What follows belongs to an exercise in optimizing a design on an open flow for small area, a short achievable clock period and few clock cycles per item; a production flow would make more cautious choices. Only simulation tests tie the RTL to the original design; equivalence was not proved. The clock port is modelled as an ideal driver, which makes a skipped or thinned clock tree look cheaper than it is; a real chip needs a root buffer or a tree. No activity file was given, so power comes from the tool's default toggle rates.

// CompMul
module CompMul(
	input [31:0] Multiplicand_input,
	input [31:0] Multiplier_input,
	input run,
	input rst,
	input clk,
	output ready,
	output [63:0] Product_output
	);
Size in the first run: about 1300 cells after synthesis, ~150 flip-flops, ~130 I/O pins.
Settings: LEC_CHECK=0, CAP_MARGIN=20, CORE_MARGIN=2, CORE_UTILIZATION=40, CTS_BUF_LIST=sky130_fd_sc_hd__clkbuf_16, CTS_CLUSTER_DIAMETER=300, CTS_CLUSTER_SIZE=40, SLEW_MARGIN=20, SYNTH_HIERARCHICAL=1, SYNTH_MINIMUM_KEEP_SIZE=0; clock period 10.0 ns.
standard.sh (not shown) runs the stock make flow with config.mk's settings and CLKGATE_MAP_FILE= SYNTH_SCRIPT=/design/flow/synth_recipe.tcl, a recipe that flattens the netlist after the stock synthesis.
==> flow/flow/run.sh <==
#!/bin/bash
# Own layout flow: the standard layout (standard.sh), with two changes:
#  - the port buffers that buffer_ports inserts are of the cell named in flow/knobs
#    (PORT_BUF) instead of the default pick;
#  - repair_timing aims for the setup margin named in flow/knobs (SETUP_MARGIN).
# Each make run writes its full output to a log file in this folder; ORFS's own
# per-step logs stay under orfs/logs/.
set -euo pipefail
source flow/knobs
bash standard.sh \
  "BUFFER_PORTS_ARGS=-buffer_cell $PORT_BUF" \
  "SETUP_SLACK_MARGIN=$SETUP_MARGIN" \
  finish > make_finish.log 2>&1
==> flow/flow/knobs <==
PORT_BUF=sky130_fd_sc_hd__buf_2
SETUP_MARGIN=6.8
Testbench counts at the start, summed over its fixed seeds: cycles 14,400, items 2,400.
==> next run, changes <==
==> flow/flow/knobs (replaced) <==
PORT_BUF=sky130_fd_sc_hd__buf_2
SETUP_MARGIN=6.5
Settings changed: CTS_BUF_LIST sky130_fd_sc_hd__clkbuf_16 to sky130_fd_sc_hd__clkbuf_4 sky130_fd_sc_hd__clkbuf_8, CTS_CLUSTER_DIAMETER 300 to default, CTS_CLUSTER_SIZE 40 to default.
Result:
- die area stays the same
- design area drops by 4.0%
- area after synthesis stays the same


wip/yarrow:
Another version of the RTL of CompMul (not shown whole).
Size in the first run: roughly 1300 cells after synthesis, roughly 160 flip-flops, ~130 I/O pins, about 13000 um2 of cells after synthesis.
Settings: LEC_CHECK=0, CAP_MARGIN=20, CORE_MARGIN=2, CORE_UTILIZATION=40, CTS_BUF_LIST=sky130_fd_sc_hd__clkbuf_16, CTS_CLUSTER_DIAMETER=300, CTS_CLUSTER_SIZE=40, SLEW_MARGIN=20, SYNTH_HIERARCHICAL=1, SYNTH_MINIMUM_KEEP_SIZE=0; clock period 10.0 ns.
==> flow/flow/run.sh <==
#!/bin/bash
# Own layout flow: the standard layout (standard.sh) with these changes:
#  - the port buffers that buffer_ports inserts are of the cell named in flow/knobs
#    (PORT_BUF) instead of the default pick;
#  - repair_timing aims for the setup margin named in flow/knobs (SETUP_MARGIN);
#  - the clock tree step runs flow/cts_manual.tcl: the clock port drives
#    CLOCK_ROOTS clkbuf_16 buffers, each driving CLOCK_LEAVES clkbuf_16 buffers that
#    drive the registers of one region each (every register two buffers away),
#    instead of TritonCTS's tree (then the same repair as ORFS's step).
# Each make run writes its full output to a log file of its own in this folder;
# ORFS's own per-step logs stay under orfs/logs/.
set -euo pipefail
source flow/knobs
export OWN_FLOW_DIR="$PWD/flow"
export CLOCK_ROOTS CLOCK_LEAVES
ARGS=("BUFFER_PORTS_ARGS=-buffer_cell $PORT_BUF" "SETUP_SLACK_MARGIN=$SETUP_MARGIN")
bash standard.sh "${ARGS[@]}" place > make_place.log 2>&1
bash standard.sh "${ARGS[@]}" run RUN_SCRIPT="$PWD/flow/cts_manual.tcl" RUN_LOG_NAME_STEM=4_1_cts > make_cts.log 2>&1
bash standard.sh "${ARGS[@]}" finish > make_finish.log 2>&1
==> flow/flow/knobs <==
PORT_BUF=sky130_fd_sc_hd__buf_1
SETUP_MARGIN=7.1
CLOCK_ROOTS=4
CLOCK_LEAVES=2
Other scripts of this flow, unchanged in this note and not shown: flow/flow/cts_manual.tcl, flow/flow/mktree.tcl
wip/yarrow ran to completion and came out clean on the timing, design-rule and antenna checks.
Testbench counts of wip/yarrow, summed over its fixed seeds: cycles 14,400, items 2,400.
[inputs] wip/pepper vs wip/yarrow
==> flow/flow/knobs <==
PORT_BUF=sky130_fd_sc_hd__buf_1
SETUP_MARGIN=7.05
CLOCK_ROOTS=4
CLOCK_LEAVES=4
diff --git a/flow/config.mk b/flow/config.mk
--- a/flow/config.mk
+++ b/flow/config.mk
@@ -8,5 +8,5 @@
 export CAP_MARGIN = 20
 export CORE_MARGIN = 2
-export CORE_UTILIZATION = 40
+export CORE_UTILIZATION = 55
 export CTS_BUF_LIST = sky130_fd_sc_hd__clkbuf_16
 export CTS_CLUSTER_DIAMETER = 300
- wip/pepper went all the way through synthesis, placement and routing and the layout is clean on timing, DRC and antenna.
- Changes observed in wip/pepper relative to wip/yarrow: part of the power in the clock network increased by 5.8 points relative to the old numbers, final critical-path share of the clock period closely matched the old numbers, routed wire length per instance increased by 3.8% relative to the old numbers, normalized max-slew margin decreased by 28 points relative to the old numbers.
- Horizontal die dimension of wip/pepper falls short of that of wip/yarrow by more than 10%.
- Sort wip/yarrow and wip/pepper by leakage power of the design desc -> top: wip/yarrow
- Max standard cell core area across wip/yarrow and wip/pepper: wip/yarrow
- wip/yarrow → wip/pepper: slew at the pin closest to its max-slew limit now sits higher, pin count of the biggest net entering global routing now sits higher.
- wip/pepper vs wip/yarrow on total number of vias: wip/pepper is the lower one.
- wip/pepper — half-perimeter wire length of the detailed placement result 1.6 mm lower, wip/yarrow as reference
For wip/juniper, these inputs were changed with respect to wip/pepper:
==> flow/flow/knobs <==
PORT_BUF=sky130_fd_sc_hd__buf_2
SETUP_MARGIN=7.0
CLOCK_ROOTS=4
CLOCK_LEAVES=2
==> run summary <==
wip/juniper vs wip/pepper, data arrival time of the critical path went up by 2250 ps. wip/juniper against wip/pepper: number of global-route vias before repair comparable; maximum frequency now smaller; net count reported at finish now smaller; sequential share of layout area comparable; ratio of total power to cell area now smaller. wip/juniper against wip/pepper; cell area is down slightly. wip/juniper vs wip/pepper — synthesis-to-layout area growth dropped 0.58 points. On post-CTS setup buffer count, the lower figure sits with wip/juniper, not wip/pepper. For the combinational group share of total power, wip/juniper came in 3.4 points higher than wip/pepper did. wip/pepper reports its source of the critical timing path as Product_output[38] while wip/juniper reports TWO[0]. wip/juniper -> wip/pepper: final worst hold slack flat.
## Diff of input files: wip/garnet against wip/juniper
==> flow/flow/knobs <==
PORT_BUF=sky130_fd_sc_hd__buf_1
SETUP_MARGIN=7.0
CLOCK_ROOTS=4
CLOCK_LEAVES=2
diff --git a/flow/config.mk b/flow/config.mk
--- a/flow/config.mk
+++ b/flow/config.mk
@@ -8,5 +8,5 @@
 export CAP_MARGIN = 20
 export CORE_MARGIN = 2
-export CORE_UTILIZATION = 55
+export CORE_UTILIZATION = 40
 export CTS_BUF_LIST = sky130_fd_sc_hd__clkbuf_16
 export CTS_CLUSTER_DIAMETER = 300
Comparing wip/garnet and wip/juniper, wire length of the first global-routing pass is higher on wip/garnet. Of wip/garnet and wip/juniper, wip/garnet shows the lower total track usage, with wip/juniper above it. wip/garnet ended up with a lower peak per-stage delay on the critical path than wip/juniper did. Changes observed in wip/garnet relative to wip/juniper: maximum net fanout on the critical path has decreased; post-layout total power has increased; routed wire length has increased; layout filler cell count has increased; sequential fraction of design power has remained practically unchanged.
No run of this note takes its clock network from TritonCTS; it comes from the design's own scripts or RTL.

-- separate check: timing with driven ports --
The results above use ideal ports. As a check the final layouts listed here were re-extracted and re-timed, cells and wires unchanged.
Step 1: set_driving_cell puts a clkbuf_16 on clk and a buf_2 on each other input, an assumption about the parent block.
Step 2 moves the port delays by t, midway between the first and last clock arrival at a register: inputs arrive t later, outputs are due t later. That takes back most of the time a late clock gives input paths.
Slacks: ideal ports / drivers / drivers and shift; pairs: ideal ports / drivers.
run | shift t [ns] | slack for setup (ns) | hold slack, ns | worst setup path at the end
the first run of note 1 | 0.488 | 6.706 / 6.706 / 6.706 | 0.488 / 0.488 / 0.488 | register to register
the second run of note 1 | 0.517 | 6.645 / 6.645 / 6.645 | 0.491 / 0.491 / 0.491 | register to register
wip/yarrow | 0.388 | 7.086 / 7.012 / 6.929 | 0.510 / 0.510 / 0.510 | input to register
wip/pepper | 0.387 | 7.091 / 6.989 / 6.863 | 0.498 / 0.498 / 0.498 | input to register
wip/juniper | 0.389 | 7.038 / 6.975 / 6.910 | 0.499 / 0.499 / 0.499 | input to register
wip/garnet | 0.384 | 7.028 / 6.926 / 6.901 | 0.507 / 0.507 / 0.507 | input to register
After both steps setup and hold are still met in every run listed. The setup slack of wip/pepper, which loses most, moves by -0.102 ns with the drivers and by -0.228 ns with both steps.
